Source: an optimization exercise on an open RTL-to-GDS flow (aim: small area). Production flows keep margins and buffers that such runs may drop. Only simulation tests tie the RTL to the original design; equivalence was not proved. No activity file was given, so power comes from the tool's default toggle rates.

==> flow/design.v, too long to show whole: its modules and the start of the top module <==
// module papr_ask: 82 lines
// module papr_fsk: 34 lines
// module clk_divider: 87 lines
// module wave_cal8: 95 lines
// module wave_cal9: 103 lines
// module wave_rectifier8: 33 lines
// module wave_rectifier9: 35 lines
// module wave_rectifier_bit: 33 lines
// module frequency_counter: 43 lines
// module ma_measure: 101 lines
// module mf_measure: 89 lines
// module sqsum8: 137 lines
// module sqsum9: 159 lines
// module sdiv14: 44 lines
// module sdiv16: 48 lines
// module data_sele: 74 lines
// module measure_sys: 156 lines
module measure_sys(
	input            sys_clk,
	input            sys_rst_n,
	input      [7:0] askdemod_data,    
	input      [9:0] fsk_demod,        
	input      [7:0] pskdemod_data,    
	output     [7:0] demod_data,
	output     [7:0] uart_mod_type,
	output    [15:0] uart_demod_fre,
	output     [7:0] uart_mod_depth,
	output     [7:0] uart_delta_freq
);
  // ...
==> flow/run.sh <==
#!/bin/bash
# synth_recipe.tcl (not shown) runs the flow's synth.tcl, then flattens the netlist and writes it again
# the make line also repeats each setting of config.mk as NAME=value (left out here)
make -C /OpenROAD-flow-scripts/flow DESIGN_CONFIG=/design/flow/config.mk WORK_HOME=/design/flow/orfs CLKGATE_MAP_FILE= SYNTH_SCRIPT=/design/flow/synth_recipe.tcl finish
==> flow/config.mk <==
export PLATFORM = sky130hd
export DESIGN_NAME = measure_sys
export DESIGN_NICKNAME = measure_sys
export VERILOG_FILES = /design/flow/design.v
export SDC_FILE = /design/flow/constraint.sdc
export NUM_CORES = 4
export LEC_CHECK = 0
export CAP_MARGIN = 20
export CORE_MARGIN = 2
export CORE_UTILIZATION = 60
export CTS_BUF_LIST = sky130_fd_sc_hd__clkbuf_4
export SLEW_MARGIN = 20
==> flow/constraint.sdc <==
create_clock -name core_clock -period 100.0 [get_ports {sys_clk}]
set_input_delay 20.0000 -clock core_clock [delete_from_list [all_inputs] [get_ports {sys_clk}]]
set_output_delay 20.0000 -clock core_clock [all_outputs]
set_load 0.01 [all_outputs]
==> impl_metrics.toml, run 1 <==
[power]
p_clk_share_pct = 46.5
leakage_nw = 11.7

[clocking]
cts_resized = 0
clock_latency_ps = 820
clockRootBuffer = "clkbuf_4"
cts_setup_buffers = 0

[hold_path]
hold_class = "register to register"
hold_end = "fc_p.prev"
hold_start = "rc_p.rect"

[cells_and_area]
largest_reg_flops = 25
largest-register = "ss_f.sum"
final_cell_mix = "nand2_1 (392), inv_1 (226), dfrtp_1 (200), fa_1 (187), clkbuf_4 (169)"
bufAreaShareNonClock_pct = 3.16
buffers_excl_clock = 87

[global_route]
grt_pass1_wl_um = 88500
antenna_found_initial = 1

[sta]
setup_viol = 0
fin_skew_ps = 42.6
maxSlewHeadroom_pct = 29.2

[synth]
netlist_top_cells_area = "dfrtp_1 (21%), fa_1 (16%), edfxtp_1 (16%)"

[run]
drv_cap = 0

[route]
drc = 0
wl_met2_um = 24900

[setup_path]
r2r-end = "pf.y"

[status]
status = "complete, no violations"
==> run 2: changes to the inputs <==
--- a/flow/config.mk
+++ b/flow/config.mk
@@ -8,5 +8,4 @@
 export CAP_MARGIN = 20
 export CORE_MARGIN = 2
-export CORE_UTILIZATION = 60
-export CTS_BUF_LIST = sky130_fd_sc_hd__clkbuf_4
+export CORE_UTILIZATION = 40
 export SLEW_MARGIN = 20
==> run 2 against run 1 <==
- critical endpoint unchanged
- die area is 49% higher
- non-clock buffer count grew 2
- global-route usage down 9.2 points
- sequential cell count unchanged
- clock-buffer cell count fell by 98
- largest cell class unchanged
- final cell count up 5.0%
- combinational power rose by 1%
==> impl_metrics.toml, run 2 <==
[status]
status = "complete, no violations"

[power]
ir_drop_uv = 13.4
cellPowerDensity_mw_per_mm2 = 12.7
leakage_nw = 11.7

[global_route]
track_usage_pct = 18.0
antenna_found_initial = 0
grt_overflow = 0
grt_pass1_vias = 16500
grt_pass1_wl_um = 87600
grt_max_degree = 92

[cells_and_area]
final_util_pct = 45.3
fill_cells = 5431
largest-register = "ss_f.sum"
final_common_cell = "nand2_1"
multi_input_area_mm2 = 0.0125
drive_gt1_share_pct = 6.99
area_growth_pct = 12.5
fin_nets = 2697
final_cell_mix = "nand2_1 (392), inv_1 (226), dfrtp_1 (200), fa_1 (187), nor2_1 (154)"
antenna_cells = 0
register_area_mm2 = 0.00981
largest_reg_flops = 25
reg.largest.list = "ss_f.sum x25, ss_a.sum x23, dv_f.r x16"

[clocking]
holdBufCountCts = 0
cts.path.max_buffers = 3
cts_tree = "yes"
clockRootBuffer = "clkbuf_16"
cts.reportedPaths.clkPinSlew_ps = 60
clock_latency_ps = 590
clock_sinks = 377
numCtsBuffers = 45
cts_max_level = 2
cts_setup_buffers = 0
cts_resized = 0

[setup_path]
r2r_setup_slack_ps = 80130
arrival_ps = 4190
cp-startpoint = "sel.fre[0]"
end_kind = "output port"
worstPathRequired_ps = 80000
rr_startpoint = "tm.w[0]"
rr_worst_depth = 74
path_class = "register to output port"
r2r-end = "pf.y"
crit_end = "uart_demod_fre[12]"
path_max_fanout = 4
cp-start-kind = "register"

[route]
drt_pass1_iterations = 6
wl_per_cell_um = 16.9
via_count = 16100
drc = 0
drt_iter0_drc = 1127
route.final.wire_length_um = 53200
vias_per_cell = 5.12
antenna_left = 0

[synth]
seq_area_frac_synth_pct = 41.5
synth.most_common_cell = "nand2_1"
synth.cell_area_mm2 = 0.0236
ys_ff_latch = 377
synth.distinct_cells = 80
synth_largest_area_cell = "dfrtp_1"
netlist_top_cells_area = "dfrtp_1 (21%), fa_1 (16%), edfxtp_1 (16%)"
synth_mux_area_share_pct = 3.71
avgSynthCellArea_um2 = 10.3
synthSimpleGateAreaFrac_pct = 13.6
yosys-top-cells-count = "nand2_1 (393), inv_1 (226), dfrtp_1 (200)"
synth_top_family_by_area = "adder cells"
synth_compound_area_share_pct = 9.86
synth-edff-count = 122
synthArstFlopShare_pct = 54.9
synthFlopType = "dfrtp_1"
yosys.area.top_type_share_pct = 21.2
synth_fa_ha_area_share_pct = 23.7
synthCells = 2305
yosys_warnings = 17
synth-xor-area-share_pct = 1.78

[sta]
setup_viol = 0
fin_skew_ps = 15.5
tns_ps = 0
worst_slack_ps = 75810
slew_violations = 0
rsz0062_at_grt = "false"
min_period_ps = 24190
finalCritPeriodShare_pct = 24.2
fmax_mhz = 41.3
maxSlewHeadroom_pct = 31.8
hold_viol_final = 0
tightestPinTransition_ps = 995

[hold_path]
hold_depth = 2
hold_class = "register to register"

[run]
drv_cap = 0

[placed_design]
dp_slack_ps = 75780
routabilityCongestion = 0.879
detailed_place_hpwl_um = 38600
port_buffers = 66

[floorplanning]
die_y_um = 247
num_rows = 89
core_area_mm2 = 0.0587
start_util_pct = 40.3
die_w_um = 247
dieArea_mm2 = 0.0610
ios = 76
-- run 2: cell types whose count changed in the layout (fill, tap and decap cells not counted), sizes merged --
cell      change
buf           +2
inv           +2
clkinvlp      -2
diode         -2
bufinv        +1
clkinv        -9
clkbuf       -98
-- run 2: cell type report --
type                    count  area share [%]
multi-input cells        1597            47.1
flip-flops and latches    377            36.9
clock buffers              71            5.42
well taps                 773            3.64
inverters                 227            3.21
repair buffers             89            3.15
clock inverters            13           0.513
-- run 2: how the worst min path moves through the flow --
stage	start	to	slack (ps)
floorplan	rc_p.pos	rc_p.rect	350
global placement	mam.ma_tab[6]	sel.mod_depth[6]	420
finish	mam.ma_tab[6]	sel.mod_depth[6]	430
CTS	mam.ma_tab[6]	sel.mod_depth[6]	430
global route	mam.ma_tab[6]	sel.mod_depth[6]	450
detailed placement	mam.ma_tab[6]	sel.mod_depth[6]	420
-- run 2: layer usage --
layer  track usage (%)  wire, um  vias up  part of all wire [%]
li1                  -         -     7764                     -
met1              24.1     24100     7990                    45
met2              30.4     25800      309                    48
met3              2.73      2290       59                   4.3
met4              5.10      1040        0                   2.0
met5                 0         0        -                     0
-- run 2: worst max-delay path, cell delays in order, from the launching register on --
cell             delay, ps
dfrtp_1                430
fa_1                   490
ha_1                   190
inv_1                   70
fa_1                   200
fa_1                   170
inv_1                   50
fa_1                   390
ha_1                   210
ha_1                   200
ha_1                   210
fa_1                   490
clkdlybuf4s50_1        540
-- run 2: logic make-up after synthesis --
kind of cell	Yosys count
DFF	377
other	1
xor gates and xnor gates	48
and+or+nand+nor	743
AOI/OAI and AO/OA	383
muxes	78
adders and majority gates	336
buffers and inverters	339
-- run 2: through the flow --
stage               hold WS [ps]  total power (W)  instances  area [um^2]
floorplan                    348         0.000165       2313        23700
global placement             422         0.000170       3063        25000
detailed placement           423         0.000170       3063        25000
CTS                          434         0.000343       3147        26500
global route                 448         0.000350       3147        26600
finish                       431         0.000338       3147        26600
-- run 2: power breakdown --
group | switching [W] | internal, W | leakage (nW) | total, W
sequential | 0.000000107 | 0.000159 | 4.27 | 0.000159
clock | 0.0000669 | 0.000105 | 0.780 | 0.000172
combinational | 0.00000503 | 0.00000246 | 6.63 | 0.00000750
total | 0.0000720 | 0.000266 | 11.7 | 0.000338
==> module clk_divider, before the edit <==
module clk_divider (
    input  wire       clk,
    input  wire       rst_n,
    output reg  [4:0] p,
    output wire       sclk,
    output wire       sen,
    output wire       first,     
    output wire       last,      
    output wire       cc0,
    output wire       cc400
);
    reg [3:0] m;
    reg [8:0] w;
    reg [8:0] cc;
    assign sclk  = (p == 5'd24);
    assign sen   = sclk & (m == 4'd9);
    assign first = (w == 9'd0);
    assign last  = &w;
    assign cc0   = (cc == 9'd0);
    assign cc400 = (cc == 9'd400);
    wire pi_0 = ~p[0];
    wire pi_1 = p[1] ^ p[0];
    wire pi_2 = p[1] & p[0];
    wire pi_3 = p[2] ^ pi_2;
    wire pi_4 = p[2] & pi_2;
    wire pi_5 = p[3] ^ pi_4;
    wire pi_6 = p[3] & pi_4;
    wire pi_7 = p[4] ^ pi_6;
    wire pi_8 = p[4] & pi_6;
    wire mi_0 = ~m[0];
    wire mi_1 = m[1] ^ m[0];
    wire mi_2 = m[1] & m[0];
    wire mi_3 = m[2] ^ mi_2;
    wire mi_4 = m[2] & mi_2;
    wire mi_5 = m[3] ^ mi_4;
    wire mi_6 = m[3] & mi_4;
    wire wi_0 = ~w[0];
    wire wi_1 = w[1] ^ w[0];
    wire wi_2 = w[1] & w[0];
    wire wi_3 = w[2] ^ wi_2;
    wire wi_4 = w[2] & wi_2;
    wire wi_5 = w[3] ^ wi_4;
    wire wi_6 = w[3] & wi_4;
    wire wi_7 = w[4] ^ wi_6;
    wire wi_8 = w[4] & wi_6;
    wire wi_9 = w[5] ^ wi_8;
    wire wi_10 = w[5] & wi_8;
    wire wi_11 = w[6] ^ wi_10;
    wire wi_12 = w[6] & wi_10;
    wire wi_13 = w[7] ^ wi_12;
    wire wi_14 = w[7] & wi_12;
    wire wi_15 = w[8] ^ wi_14;
    wire wi_16 = w[8] & wi_14;
    wire ci_0 = ~cc[0];
    wire ci_1 = cc[1] ^ cc[0];
    wire ci_2 = cc[1] & cc[0];
    wire ci_3 = cc[2] ^ ci_2;
    wire ci_4 = cc[2] & ci_2;
    wire ci_5 = cc[3] ^ ci_4;
    wire ci_6 = cc[3] & ci_4;
    wire ci_7 = cc[4] ^ ci_6;
    wire ci_8 = cc[4] & ci_6;
    wire ci_9 = cc[5] ^ ci_8;
    wire ci_10 = cc[5] & ci_8;
    wire ci_11 = cc[6] ^ ci_10;
    wire ci_12 = cc[6] & ci_10;
    wire ci_13 = cc[7] ^ ci_12;
    wire ci_14 = cc[7] & ci_12;
    wire ci_15 = cc[8] ^ ci_14;
    wire ci_16 = cc[8] & ci_14;
    always @(posedge clk or negedge rst_n) begin
        if (!rst_n) begin
            p <= 5'd31;
            m <= 4'd0;
            w <= 9'd0;
            cc <= 9'd0;
        end else begin
            p <= sclk ? 5'd0 : {pi_7, pi_5, pi_3, pi_1, pi_0};
            if (sclk) begin
                m <= (m == 4'd9) ? 4'd0 : {mi_5, mi_3, mi_1, mi_0};
                w <= {wi_15, wi_13, wi_11, wi_9, wi_7, wi_5, wi_3, wi_1, wi_0};
            end
            if (sen)
                cc <= cc400 ? 9'd0 : {ci_15, ci_13, ci_11, ci_9, ci_7, ci_5, ci_3, ci_1, ci_0};
        end
    end
endmodule
==> module ma_measure, before the edit <==
module ma_measure (
    input  wire       clk,
    input  wire       rst_n,
    input  wire       sen,
    input  wire       en,
    input  wire [7:0] vpp,
    output wire [6:0] ma,
    output wire       ma_low     
);
    reg [6:0] ma_tab;
    always @* begin
        case (mu)
            6'd0: ma_tab = 7'd30;
            6'd1: ma_tab = 7'd30;
            6'd2: ma_tab = 7'd30;
            6'd3: ma_tab = 7'd30;
            6'd4: ma_tab = 7'd30;
            6'd5: ma_tab = 7'd30;
            6'd6: ma_tab = 7'd30;
            6'd7: ma_tab = 7'd30;
            6'd8: ma_tab = 7'd30;
            6'd9: ma_tab = 7'd30;
            6'd10: ma_tab = 7'd30;
            6'd11: ma_tab = 7'd30;
            6'd12: ma_tab = 7'd30;
            6'd13: ma_tab = 7'd30;
            6'd14: ma_tab = 7'd30;
            6'd15: ma_tab = 7'd30;
            6'd16: ma_tab = 7'd30;
            6'd17: ma_tab = 7'd30;
            6'd18: ma_tab = 7'd31;
            6'd19: ma_tab = 7'd33;
            6'd20: ma_tab = 7'd34;
            6'd21: ma_tab = 7'd36;
            6'd22: ma_tab = 7'd38;
            6'd23: ma_tab = 7'd39;
            6'd24: ma_tab = 7'd41;
            6'd25: ma_tab = 7'd43;
            6'd26: ma_tab = 7'd44;
            6'd27: ma_tab = 7'd46;
            6'd28: ma_tab = 7'd48;
            6'd29: ma_tab = 7'd49;
            6'd30: ma_tab = 7'd51;
            6'd31: ma_tab = 7'd53;
            6'd32: ma_tab = 7'd54;
            6'd33: ma_tab = 7'd56;
            6'd34: ma_tab = 7'd58;
            6'd35: ma_tab = 7'd59;
            6'd36: ma_tab = 7'd61;
            6'd37: ma_tab = 7'd63;
            6'd38: ma_tab = 7'd64;
            6'd39: ma_tab = 7'd66;
            6'd40: ma_tab = 7'd68;
            6'd41: ma_tab = 7'd70;
            6'd42: ma_tab = 7'd71;
            6'd43: ma_tab = 7'd73;
            6'd44: ma_tab = 7'd75;
            6'd45: ma_tab = 7'd76;
            6'd46: ma_tab = 7'd78;
            6'd47: ma_tab = 7'd80;
            6'd48: ma_tab = 7'd81;
            6'd49: ma_tab = 7'd83;
            6'd50: ma_tab = 7'd85;
            6'd51: ma_tab = 7'd86;
            6'd52: ma_tab = 7'd88;
            6'd53: ma_tab = 7'd90;
            6'd54: ma_tab = 7'd91;
            6'd55: ma_tab = 7'd93;
            6'd56: ma_tab = 7'd95;
            6'd57: ma_tab = 7'd96;
            6'd58: ma_tab = 7'd98;
            6'd59: ma_tab = 7'd100;
            6'd60: ma_tab = 7'd100;
            6'd61: ma_tab = 7'd100;
            6'd62: ma_tab = 7'd100;
            6'd63: ma_tab = 7'd100;
        endcase
    end
    wire [5:0] u = (|vpp[7:6]) ? 6'd63 : vpp[5:0];
    reg  [5:0] s1, s2, s3, mu;
    reg        nz;
    always @(posedge clk or negedge rst_n) begin
        if (!rst_n) begin
            s1 <= 6'd0;
            s2 <= 6'd0;
            s3 <= 6'd0;
            nz <= 1'b0;
        end else if (sen) begin
            if (en) begin
                s1 <= u;
                s2 <= s1;
                s3 <= s2;
            end
            nz <= en;
        end
    end
    always @(posedge clk)
        if (sen && en) mu <= s3;
    assign ma = nz ? ma_tab : 7'd0;
    assign ma_low = nz & (mu <= 6'd20);
endmodule
==> run 3: changes to the inputs <==
--- a/flow/design.v
+++ b/flow/design.v
@@ -129,10 +129,12 @@
     reg [8:0] w;
     reg [8:0] cc;
+    wire wz = ~|w[7:0];
+    wire cz = ~|cc[7:0];
     assign sclk  = (p == 5'd24);
     assign sen   = sclk & (m == 4'd9);
-    assign first = (w == 9'd0);
-    assign last  = &w;
-    assign cc0   = (cc == 9'd0);
-    assign cc400 = (cc == 9'd400);
+    assign first = wz & ~w[8];
+    assign last  = wz & w[8];
+    assign cc0   = cz & ~cc[8];
+    assign cc400 = (cc == 9'd248);
     wire pi_0 = ~p[0];
     wire pi_1 = p[1] ^ p[0];
@@ -151,38 +153,4 @@
     wire mi_5 = m[3] ^ mi_4;
     wire mi_6 = m[3] & mi_4;
-    wire wi_0 = ~w[0];
-    wire wi_1 = w[1] ^ w[0];
-    wire wi_2 = w[1] & w[0];
-    wire wi_3 = w[2] ^ wi_2;
-    wire wi_4 = w[2] & wi_2;
-    wire wi_5 = w[3] ^ wi_4;
-    wire wi_6 = w[3] & wi_4;
-    wire wi_7 = w[4] ^ wi_6;
-    wire wi_8 = w[4] & wi_6;
-    wire wi_9 = w[5] ^ wi_8;
-    wire wi_10 = w[5] & wi_8;
-    wire wi_11 = w[6] ^ wi_10;
-    wire wi_12 = w[6] & wi_10;
-    wire wi_13 = w[7] ^ wi_12;
-    wire wi_14 = w[7] & wi_12;
-    wire wi_15 = w[8] ^ wi_14;
-    wire wi_16 = w[8] & wi_14;
-    wire ci_0 = ~cc[0];
-    wire ci_1 = cc[1] ^ cc[0];
-    wire ci_2 = cc[1] & cc[0];
-    wire ci_3 = cc[2] ^ ci_2;
-    wire ci_4 = cc[2] & ci_2;
-    wire ci_5 = cc[3] ^ ci_4;
-    wire ci_6 = cc[3] & ci_4;
-    wire ci_7 = cc[4] ^ ci_6;
-    wire ci_8 = cc[4] & ci_6;
-    wire ci_9 = cc[5] ^ ci_8;
-    wire ci_10 = cc[5] & ci_8;
-    wire ci_11 = cc[6] ^ ci_10;
-    wire ci_12 = cc[6] & ci_10;
-    wire ci_13 = cc[7] ^ ci_12;
-    wire ci_14 = cc[7] & ci_12;
-    wire ci_15 = cc[8] ^ ci_14;
-    wire ci_16 = cc[8] & ci_14;
     always @(posedge clk or negedge rst_n) begin
         if (!rst_n) begin
@@ -195,8 +163,8 @@
             if (sclk) begin
                 m <= (m == 4'd9) ? 4'd0 : {mi_5, mi_3, mi_1, mi_0};
-                w <= {wi_15, wi_13, wi_11, wi_9, wi_7, wi_5, wi_3, wi_1, wi_0};
+                w <= {w[7:0], w[8] ^ w[4] ^ wz};
             end
             if (sen)
-                cc <= cc400 ? 9'd0 : {ci_15, ci_13, ci_11, ci_9, ci_7, ci_5, ci_3, ci_1, ci_0};
+                cc <= cc400 ? 9'd0 : {cc[7:0], cc[8] ^ cc[4] ^ cz};
         end
     end
@@ -553,4 +521,27 @@
     output wire       ma_low     
 );
+    wire [5:0] u = (|vpp[7:6]) ? 6'd63 : vpp[5:0];
+    reg  [5:0] ra, rb;
+    reg  [1:0] n;
+    reg        nz;
+    always @(posedge clk or negedge rst_n) begin
+        if (!rst_n) begin
+            ra <= 6'd0;
+            rb <= 6'd0;
+            n <= 2'd3;
+            nz <= 1'b0;
+        end else if (sen) begin
+            if (en) begin
+                if (u != rb) begin
+                    ra <= rb;
+                    rb <= u;
+                    n <= 2'd0;
+                end else if (n != 2'd3)
+                    n <= n + 2'd1;
+            end
+            nz <= en;
+        end
+    end
+    wire [5:0] mu = (n == 2'd3) ? rb : ra;    
     reg [6:0] ma_tab;
     always @* begin
@@ -622,24 +613,4 @@
         endcase
     end
-    wire [5:0] u = (|vpp[7:6]) ? 6'd63 : vpp[5:0];
-    reg  [5:0] s1, s2, s3, mu;
-    reg        nz;
-    always @(posedge clk or negedge rst_n) begin
-        if (!rst_n) begin
-            s1 <= 6'd0;
-            s2 <= 6'd0;
-            s3 <= 6'd0;
-            nz <= 1'b0;
-        end else if (sen) begin
-            if (en) begin
-                s1 <= u;
-                s2 <= s1;
-                s3 <= s2;
-            end
-            nz <= en;
-        end
-    end
-    always @(posedge clk)
-        if (sen && en) mu <= s3;
     assign ma = nz ? ma_tab : 7'd0;
     assign ma_low = nz & (mu <= 6'd20);
--- a/flow/config.mk
+++ b/flow/config.mk
@@ -8,4 +8,7 @@
 export CAP_MARGIN = 20
 export CORE_MARGIN = 2
-export CORE_UTILIZATION = 40
+export CORE_UTILIZATION = 60
+export CTS_BUF_LIST = sky130_fd_sc_hd__clkbuf_8
+export CTS_CLUSTER_DIAMETER = 60
+export CTS_CLUSTER_SIZE = 14
 export SLEW_MARGIN = 20
==> run 3 against run 2 <==
- still clean on timing, DRC and antenna
- clock skew is 26 ps higher
- power fell by 21%
- via count down 3.4%
- synthesized cell count shrank 6.0%
- combinational power shrank 2%
- die area is 34% lower
- global-route usage up 8.8 points
- sequential share of layout area grew 0.84 points
- synthesized area is 2.3% lower
- non-clock buffer count decreased by 5
- critical path depth stayed put
- largest power group is now sequential cells
- highest routed layer unchanged
==> impl_metrics.toml, run 3 <==
[clocking]
cts.path.max_buffers = 3
cts_max_level = 2
clock_sinks = 360
cts_setup_buffers = 0
cts.reportedPaths.clkPinSlew_ps = 90
cts_resized = 0
holdBufCountCts = 0
clockRootBuffer = "clkbuf_8"
clock_latency_ps = 630
numCtsBuffers = 37
cts_tree = "yes"

[route]
drc = 0
drt_iter0_drc = 1072
drt_pass1_iterations = 6
antenna_left = 0
wl_per_cell_um = 19.1
vias_per_cell = 5.72
via_count = 15600
route.final.wire_length_um = 52000

[sta]
min_period_ps = 24300
rsz0062_at_grt = "false"
maxSlewHeadroom_pct = 30.3
setup_viol = 0
holdWs_ps = 396
finalCritPeriodShare_pct = 24.3
worst_slack_ps = 75700
fmax_mhz = 41.2
tightestPinTransition_ps = 1040
slew_violations = 0
fin_skew_ps = 42.0
tns_ps = 0
hold_viol_final = 0

[placed_design]
dp.cells = 2659
dp_slack_ps = 75720
port_buffers = 66
detailed_place_hpwl_um = 38200
routabilityCongestion = 0.866

[setup_path]
path_class = "register to output port"
crit_chain = "fa_1, ha_1, inv_1, fa_1, fa_1, inv_1, fa_1, ha_1, ha_1, ha_1, fa_1, clkdlybuf4s50_1"
max_stage_delay_ps = 530
worst_path_max_delay_cell = "clkdlybuf4s50_1"
arrival_ps = 4300
rr_startpoint = "tm.w[1]"
crit_top_cell = "fa_1"
rr_worst_depth = 74
end_kind = "output port"
cp-start-kind = "register"
r2r-end = "dv_f.r[2]"
worstPathRequired_ps = 80000
r2r_setup_slack_ps = 79370
path_max_fanout = 4

[hold_path]
hold_class = "register to register"
hold_start = "rc_p.pos"
hold_depth = 0
hold_end = "rc_p.rect"

[synth]
synthFlopType = "dfrtp_1"
synth.cell_area_mm2 = 0.0231
synth-edff-count = 116
yosys-top-cells-count = "nand2_1 (262), inv_1 (223), dfrtp_1 (194)"
ys_ff_latch = 360
synthCells = 2167
yosys_warnings = 17
netlist_top_cells_area = "dfrtp_1 (21%), fa_1 (16%), edfxtp_1 (15%)"
yosys.area.top_type_share_pct = 21.0
synthArstFlopShare_pct = 56.4
synth.most_common_cell = "nand2_1"
avgSynthCellArea_um2 = 10.7
synth_largest_area_cell = "dfrtp_1"
seq_area_frac_synth_pct = 40.7
synth.distinct_cells = 80

[power]
p_clk_share_pct = 40.7
leakage_nw = 11.1
p_switching_w = 0.0000616
swShare_pct = 22.9
p_seq_share_pct = 56.6
combPwrFrac_pct = 2.7
cellPowerDensity_mw_per_mm2 = 10.8
ir_drop_uv = 10.5
cell_internal_pwr_w = 0.000207

[floorplanning]
core_area_mm2 = 0.0378
die_y_um = 200
num_rows = 71
die_w_um = 200
dieArea_mm2 = 0.0401
ios = 76
start_util_pct = 61.1

[global_route]
grt_pass1_wl_um = 85600
antenna_found_initial = 1
track_usage_pct = 26.8
grt_max_degree = 80
grt_overflow = 0
grt_pass1_vias = 15900

[cells_and_area]
drive_gt1_share_pct = 8.09
largest_reg_flops = 25
antenna_cells = 0
final_util_pct = 65.9
fill_cells = 3035
final_cell_mix = "nand2_1 (262), inv_1 (231), dfrtp_1 (194), fa_1 (187), nor2_1 (142)"
reg.largest.list = "ss_f.sum x25, ss_a.sum x23, dv_f.r x16"
layout.cells.non_filler = 2724
fin_nets = 2530
largest-register = "ss_f.sum"
final_common_cell = "nand2_1"
area_growth_pct = 7.77

[status]
status = "complete, no violations"

[run]
drv_cap = 0
run 3: cells by family (layout without fill, tap and decap cells):
group | Yosys count | count (layout) | synth area share, %
mux | 110 | 110 | 5.38
simple gates | 604 | 604 | 11.9
xor+xnor | 50 | 50 | 1.90
buf+inv | 334 | 372 | 5.95
flops | 360 | 360 | 40.7
fa+ha+maj | 331 | 331 | 23.8
compound gates | 377 | 377 | 10.4
other cells | 1 | 9 | 0.0162
run 3: layout make-up:
class	instances	area (um^2)	area share [%]
Tap cell	511	639	2.57
Sequential cell	360	9400	37.8
Clock buffer	42	578	2.32
Inverter	223	837	3.36
Clock inverter	23	260	1.05
Timing Repair Buffer	84	800	3.21
Multi-Input combinational cell	1481	12400	49.7
run 3: worst max path at each step:
stage / start / endpoint / slack (ps)
6_report: sel.fre[0] / uart_demod_fre[12] / 75700
5_1_grt: sel.fre[0] / uart_demod_fre[12] / 75480
4_1_cts: sel.fre[0] / uart_demod_fre[12] / 75650
3_5_place_dp: fsk_demod[0] / rc_f.sdr[8] / 75720
3_3_place_gp: fsk_demod[0] / rc_f.sdr[8] / 75840
2_1_floorplan: fsk_demod[0] / rc_f.sdr[8] / 76620
run 3: worst max-delay path, delay by kind of cell, from the launching register on:
kind | cells | cell delay (ps)
fa+ha+maj | 9 | 2570
buf+inv | 3 | 650
flops | 1 | 450
run 3: layer usage:
layer	global-route usage (%)	wire length, um	vias to the layer above
met2	43.1	24600	379
met4	6.93	1210	0
li1	-	-	7339
met1	38.2	23400	7777
met3	4.73	2840	78
met5	0	0	-
run 3: power groups by stage:
stage | clock (W) | combinational (W) | sequential [W]
global placement | 0 | 0.00000732 | 0.000155
CTS | 0.000112 | 0.00000747 | 0.000152
floorplan | 0 | 0.00000284 | 0.000155
detailed placement | 0 | 0.00000746 | 0.000155
finish | 0.000109 | 0.00000734 | 0.000152
global route | 0.000118 | 0.00000823 | 0.000152
run 3: through the flow:
| step | cell area, um^2 | total power [W] |
|---|---|---|
| finish | 24900 | 0.000269 |
| global route | 24900 | 0.000278 |
| CTS | 24900 | 0.000272 |
| detailed placement | 24000 | 0.000162 |
| global placement | 24000 | 0.000162 |
| floorplan | 23100 | 0.000158 |
==> run 4: changes to the inputs <==
--- a/flow/config.mk
+++ b/flow/config.mk
@@ -9,6 +9,6 @@
 export CORE_MARGIN = 2
 export CORE_UTILIZATION = 60
-export CTS_BUF_LIST = sky130_fd_sc_hd__clkbuf_8
-export CTS_CLUSTER_DIAMETER = 60
-export CTS_CLUSTER_SIZE = 14
+export CTS_BUF_LIST = sky130_fd_sc_hd__clkbuf_16
+export CTS_CLUSTER_DIAMETER = 80
+export CTS_CLUSTER_SIZE = 24
 export SLEW_MARGIN = 20
==> run 4 against run 3 <==
- synthesized area unchanged
- register-to-register slack worse by 60 ps
- worst hold slack better by 4.1 ps
- global-route usage down 0.47 points
- cell area about the same
- sequential power about the same
- clock power about the same
- via count down 0.71%
- final cell count down 0.70%
- clock-buffer cell count down 17
- clock skew down 16 ps
- die area unchanged
- critical endpoint unchanged
==> impl_metrics.toml, run 4 <==
[clocking]
cts_setup_buffers = 0
numCtsBuffers = 25
cts.path.max_buffers = 3
clock_sinks = 360
holdBufCountCts = 0
clock_latency_ps = 580
cts.reportedPaths.clkPinSlew_ps = 100
cts_max_level = 1
cts_tree = "yes"
cts_resized = 0
clockRootBuffer = "clkbuf_16"

[floorplanning]
ios = 76
core_area_mm2 = 0.0378
die_y_um = 200
start_util_pct = 61.1
die_w_um = 200
num_rows = 71
dieArea_mm2 = 0.0401

[synth]
yosys-top-cells-count = "nand2_1 (262), inv_1 (223), dfrtp_1 (194)"
synthFlopType = "dfrtp_1"
netlist_top_cells_area = "dfrtp_1 (21%), fa_1 (16%), edfxtp_1 (15%)"
ys_ff_latch = 360
yosys.area.top_type_share_pct = 21.0
yosys_warnings = 17
seq_area_frac_synth_pct = 40.7
synth.cell_area_mm2 = 0.0231
synth-edff-count = 116
synth.most_common_cell = "nand2_1"
synth.distinct_cells = 80
avgSynthCellArea_um2 = 10.7
synth_largest_area_cell = "dfrtp_1"
synthArstFlopShare_pct = 56.4
synthCells = 2167

[setup_path]
worst_path_max_delay_cell = "clkdlybuf4s50_1"
crit_top_cell = "fa_1"
path_max_fanout = 4
worstPathRequired_ps = 80000
cp-start-kind = "register"
max_stage_delay_ps = 530
critical_path_buf_inv_count = 3
end_kind = "output port"
crit_family = "adder cells"
path_class = "register to output port"
crit_chain = "fa_1, ha_1, inv_1, fa_1, fa_1, inv_1, fa_1, ha_1, ha_1, ha_1, fa_1, clkdlybuf4s50_1"
arrival_ps = 4260

[global_route]
grt_overflow = 0
antenna_found_initial = 1
track_usage_pct = 26.4
grt_pass1_wl_um = 85000
grt_pass1_vias = 15800
grt_max_degree = 80

[sta]
maxSlewHeadroom_pct = 32.3
setup_viol = 0
finalCritPeriodShare_pct = 24.3
min_period_ps = 24260
tightestPinTransition_ps = 1010
slew_violations = 0
fmax_mhz = 41.2
fin_skew_ps = 26.1
tns_ps = 0
hold_viol_final = 0
rsz0062_at_grt = "false"

[run]
drv_cap = 0

[route]
drc = 0
vias_per_cell = 5.72
drt_iter0_drc = 1021
via_count = 15500
antenna_left = 0
route.final.wire_length_um = 51500
drt_pass1_iterations = 6
wl_per_cell_um = 19.0

[placed_design]
routabilityCongestion = 0.866
port_buffers = 66
detailed_place_hpwl_um = 38200

[power]
leakage_nw = 11.0
p_clk_share_pct = 40.8
combPwrFrac_pct = 2.7
cell_internal_pwr_w = 0.000204
p_switching_w = 0.0000651
p_seq_share_pct = 56.5
ir_drop_uv = 14.9
cellPowerDensity_mw_per_mm2 = 10.8
swShare_pct = 24.2

[cells_and_area]
reg.largest.list = "ss_f.sum x25, ss_a.sum x23, dv_f.r x16"
final_common_cell = "nand2_1"
antenna_cells = 0
area_growth_pct = 7.81
largest_reg_flops = 25
fin_nets = 2518
largest-register = "ss_f.sum"
final_cell_mix = "nand2_1 (262), inv_1 (227), dfrtp_1 (194), fa_1 (187), nor2_1 (142)"
drive_gt1_share_pct = 7.43
final_util_pct = 65.9

[hold_path]
hold_class = "register to register"

[status]
status = "complete, no violations"
## run 4: cell type report
| cell class | count | area, um^2 |
|---|---|---|
| tap | 511 | 639 |
| timing repair buffer | 84 | 800 |
| clock buffer | 25 | 626 |
| clock inverter | 21 | 221 |
| multi-input combinational | 1481 | 12400 |
| fill | 3027 | 12900 |
| sequential | 360 | 9400 |
| inverter | 223 | 837 |
## run 4: per-stage QoR
step                instances  cell area, um^2  worst slack (ps)  hold WS (ps)  power (W)
global placement         2659            24000             75840           357   0.000162
CTS                      2705            24900             75710           389   0.000272
detailed placement       2659            24000             75720           366   0.000162
floorplan                2175            23100             76620           348   0.000158
finish                   2705            24900             75740           400   0.000269
global route             2705            24900             75550           406   0.000279
## run 4: worst register-to-register path, delay by kind of cell, from the launching register on
family | cells | cell delay [ps]
fa+ha+maj | 43 | 15060
flops | 1 | 410
mux | 2 | 740
buf+inv | 19 | 2070
compound gates | 5 | 630
simple gates | 5 | 1760
## run 4: per-layer routing
layer	vias up	track usage, %	wire length (um)
li1	7321	-	-
met1	7699	38.1	23200
met2	375	42.9	24500
met3	68	3.32	2750
met4	0	6.42	1060
met5	-	0	0
## run 4: final timing paths
check / endpoint / from / cells after the start / slack [ps]
max reg2reg: dv_f.r[11] / tm.w[1] / 74 / 79310
min: rc_p.rect / rc_p.pos / 0 / 400
min reg2reg: rc_p.rect / rc_p.pos / 0 / 400
min in group asynchronous: pa.sine / sys_rst_n / 1 / 19430
max in group asynchronous: fc_p.cs[3] / sys_rst_n / 2 / 79160
max: uart_demod_fre[12] / sel.fre[0] / 12 / 75740
## run 4: power groups by stage
stage	Combinational, W	Clock [W]	Sequential (W)
final	0.00000733	0.000110	0.000152
after global routing	0.00000825	0.000118	0.000152
after CTS	0.00000748	0.000113	0.000152
after detailed placement	0.00000746	0	0.000155
after global placement	0.00000732	0	0.000155
after floorplan	0.00000284	0	0.000155
## run 4: logic make-up after synthesis
family	synth area share [%]
AO/OA/AOI/OAI	10.4
XOR/XNOR	1.90
adder cells (fa/ha/maj)	23.8
buffers and inverters	5.95
flip-flops	40.7
multiplexers	5.38
other	0.0162
AND/OR/NAND/NOR	11.9
==> run 5: changes to the inputs <==
==> flow/flow/run.sh (new file) <==
#!/bin/bash
# Layout flow: the standard flow (standard.sh, unchanged synthesis,
# floorplan, power grid and routing) with two changes:
#  - ports are buffered with sky130_fd_sc_hd__buf_1 instead of the cell
#    buffer_ports picks by default (every port still gets its buffer);
#  - clock tree: clkbuf_8 buffers, sink clusters of at most 14 flops within
#    60 um, and no dummy loads.
# The full make output goes to flow.log in this folder; ORFS's per-step
# logs stay under orfs/logs/.
set -euo pipefail
bash standard.sh \
  "BUFFER_PORTS_ARGS=-buffer_cell sky130_fd_sc_hd__buf_1" \
  "CTS_ARGS=-sink_clustering_enable -repair_clock_nets -buf_list sky130_fd_sc_hd__clkbuf_8 -sink_clustering_size 14 -sink_clustering_max_diameter 60 -dont_use_dummy_load" \
  finish > flow.log 2>&1
==> flow/standard.sh (new file) <==
#!/bin/bash
# synth_recipe.tcl (not shown) runs the flow's synth.tcl, then flattens the netlist and writes it again
# the make line also repeats each setting of config.mk as NAME=value (left out here)
make -C /OpenROAD-flow-scripts/flow DESIGN_CONFIG=/design/flow/config.mk WORK_HOME=/design/flow/orfs CLKGATE_MAP_FILE= SYNTH_SCRIPT=/design/flow/synth_recipe.tcl "${@:-finish}"
--- a/flow/config.mk
+++ b/flow/config.mk
@@ -9,6 +9,3 @@
 export CORE_MARGIN = 2
 export CORE_UTILIZATION = 60
-export CTS_BUF_LIST = sky130_fd_sc_hd__clkbuf_16
-export CTS_CLUSTER_DIAMETER = 80
-export CTS_CLUSTER_SIZE = 24
 export SLEW_MARGIN = 20
removed: flow/run.sh
==> run 5 against run 4 <==
- largest cell class unchanged
- final cell count down 0.33%
- core utilization down 2.0 points
- synthesized area unchanged
- power down 11%
- non-clock buffer count down 1
==> impl_metrics.toml, run 5 <==
[status]
status = "complete, no violations"

[route]
drt_iter0_drc = 885
via_count = 15400
wl_per_cell_um = 19.0
drc = 0
antenna_left = 0
vias_per_cell = 5.72
drt_pass1_iterations = 7
route.final.wire_length_um = 51300

[sta]
maxSlewHeadroom_pct = 31.3
slew_violations = 0
setup_viol = 0
rsz0062_at_grt = "false"
holdWs_ps = 391
hold_viol_final = 0
tightestPinTransition_ps = 1030
min_period_ps = 23840
tns_ps = 0
finalCritPeriodShare_pct = 23.8
fmax_mhz = 41.9
fin_skew_ps = 54.6
worst_slack_ps = 76160

[synth]
ys_ff_latch = 360
yosys_warnings = 17
synth.cell_area_mm2 = 0.0231
avgSynthCellArea_um2 = 10.7
synth.distinct_cells = 80
netlist_top_cells_area = "dfrtp_1 (21%), fa_1 (16%), edfxtp_1 (15%)"
yosys.area.top_type_share_pct = 21.0
yosys-top-cells-count = "nand2_1 (262), inv_1 (223), dfrtp_1 (194)"
synth.most_common_cell = "nand2_1"
synthFlopType = "dfrtp_1"
synth-edff-count = 116
synthCells = 2167
synth_largest_area_cell = "dfrtp_1"
seq_area_frac_synth_pct = 40.7
synthArstFlopShare_pct = 56.4

[setup_path]
worst_path_max_delay_cell = "fa_1"
worstPathRequired_ps = 80000
path_max_fanout = 4
max_stage_delay_ps = 500
crit_chain = "fa_1, ha_1, inv_1, fa_1, fa_1, inv_1, fa_1, ha_1, ha_1, ha_1, fa_1, buf_1"
crit_top_cell = "fa_1"
end_kind = "output port"
arrival_ps = 3840
critical_path_buf_inv_count = 3
cp-start-kind = "register"
crit_family = "adder cells"
path_class = "register to output port"

[cells_and_area]
largest_reg_flops = 25
layout.cells.non_filler = 2696
final_cell_mix = "nand2_1 (262), inv_1 (222), dfrtp_1 (194), fa_1 (187), nor2_1 (142)"
drive_gt1_share_pct = 7.33
final_common_cell = "nand2_1"
fill_cells = 3082
reg.largest.list = "ss_f.sum x25, ss_a.sum x23, dv_f.r x16"
area_growth_pct = 4.61
largest-register = "ss_f.sum"
fin_nets = 2529

[clocking]
cts.reportedPaths.clkPinSlew_ps = 90
holdBufCountCts = 0
clock_sinks = 360
clock_latency_ps = 620
numCtsBuffers = 37
clockRootBuffer = "clkbuf_8"
cts.path.max_buffers = 3
cts_max_level = 2
cts_tree = "yes"
cts_setup_buffers = 0
cts_resized = 0

[floorplanning]
die_y_um = 200
start_util_pct = 61.1
die_w_um = 200
core_area_mm2 = 0.0378
num_rows = 71
dieArea_mm2 = 0.0401
ios = 76

[power]
leakage_nw = 10.7
combPwrFrac_pct = 2.7
cellPowerDensity_mw_per_mm2 = 9.96
cell_internal_pwr_w = 0.000186
p_seq_share_pct = 63.2
p_clk_share_pct = 34.1
p_switching_w = 0.0000540
p_total_w = 0.000240
ir_drop_uv = 10.8
swShare_pct = 22.5

[hold_path]
hold_class = "register to register"

[run]
drv_cap = 0

[placed_design]
detailed_place_hpwl_um = 38100
routabilityCongestion = 0.908
dp.cells = 2657
port_buffers = 66
dp_slack_ps = 76100

[global_route]
track_usage_pct = 26.5
grt_overflow = 0
grt_pass1_vias = 15800
antenna_found_initial = 1
grt_max_degree = 72
grt_pass1_wl_um = 84600
-- run 5: cell types whose count changed in the layout (fill, tap and decap cells not counted), sizes merged --
cell,delta
diode,+1
inv,-15
buf,+64
clkbuf,+12
clkdlybuf4s50,-65
clkinv,-6
-- run 5: cell families after synthesis --
| kind of cell | synth area share (%) |
|---|---|
| other cells | 0.0162 |
| flops | 40.7 |
| fa+ha+maj | 23.8 |
| mux | 5.38 |
| xor+xnor | 1.90 |
| buf+inv | 5.95 |
| simple gates | 11.9 |
| compound gates | 10.4 |
-- run 5: path summary, 6_finish.rpt --
| check | slack (ps) | startpoint | endpoint | cells past startpoint |
|---|---|---|---|---|
| max | 76160 | sel.fre[0] | uart_demod_fre[12] | 12 |
| min reg2reg | 390 | rc_p.pos | rc_p.rect | 0 |
| min | 390 | rc_p.pos | rc_p.rect | 0 |
| min in group asynchronous | 19380 | sys_rst_n | sel.mod_depth[1] | 1 |
| max reg2reg | 79450 | tm.w[4] | dv_f.r[4] | 75 |
| max in group asynchronous | 79120 | sys_rst_n | fc_p.cs[4] | 3 |
-- run 5: area by class of cell --
cell class,instances,area [um^2],area share [%]
multi-input cells,1481,12400,51.2
flip-flops and latches,360,9400,38.9
inverters,223,837,3.47
well taps,511,639,2.65
clock buffers,37,509,2.11
repair buffers,83,392,1.62
diodes,1,2.50,0.0104
-- run 5: power groups by stage --
| stage | combinational [W] | clock (W) | sequential, W |
|---|---|---|---|
| 6_report | 0.00000653 | 0.0000819 | 0.000152 |
| 5_1_grt | 0.00000745 | 0.0000904 | 0.000152 |
| 4_1_cts | 0.00000658 | 0.0000856 | 0.000152 |
| 3_5_place_dp | 0.00000657 | 0 | 0.000155 |
| 3_3_place_gp | 0.00000642 | 0 | 0.000155 |
| 2_1_floorplan | 0.00000284 | 0 | 0.000155 |
-- run 5: routing by layer --
layer | part of all wire, % | up-vias | global-route usage, %
met1 | 46 | 7700 | 37.1
li1 | - | 7300 | -
met4 | 2.9 | 0 | 8.50
met5 | 0 | - | 0
met3 | 4.6 | 82 | 3.84
met2 | 47 | 346 | 43.1
-- run 5: metrics by stage --
stage	cell area [um^2]	utilization (%)
final	24100	64.0
after global routing	24100	64.0
after CTS	24100	63.9
after detailed placement	23600	62.5
after global placement	23600	62.5
after floorplan	23100	-

## separate check: timing with driven ports
How much do the figures lean on ideal ports? The routed layouts below were timed once more, with nothing changed but the port constraints.
Step 1 assumes that a clkbuf_16 drives the clock port and a buf_2 every other input.
Step 2, shift: input delay + t, output delay - t, t = (earliest + latest rising clock arrival at the registers) / 2. This alone moves slack from input paths to output paths.
a / b / c = no drivers / after step 1 / after step 2; a / b = the first two.
run	t, ns	slack for setup (ns)	hold slack, ns	clock arrival spread, ns	pins driven straight from the clock port
run 1	0.851	75.584 / 75.529 / 75.725	0.448 / 0.448 / 0.448	0.043 / 0.043	1
run 2	0.638	75.809 / 75.749 / 75.745	0.431 / 0.431 / 0.431	0.018 / 0.018	1
run 3	0.668	75.705 / 75.648 / 75.710	0.396 / 0.396 / 0.396	0.050 / 0.050	1
run 4	0.622	75.741 / 75.683 / 75.675	0.400 / 0.400 / 0.400	0.028 / 0.028	1
run 5	0.643	76.159 / 76.107 / 76.033	0.391 / 0.391 / 0.391	0.056 / 0.056	1
After both steps every run listed still meets setup and hold. The setup slack of run 5, which loses most, moves by -0.052 ns with the drivers and by -0.126 ns with both steps.
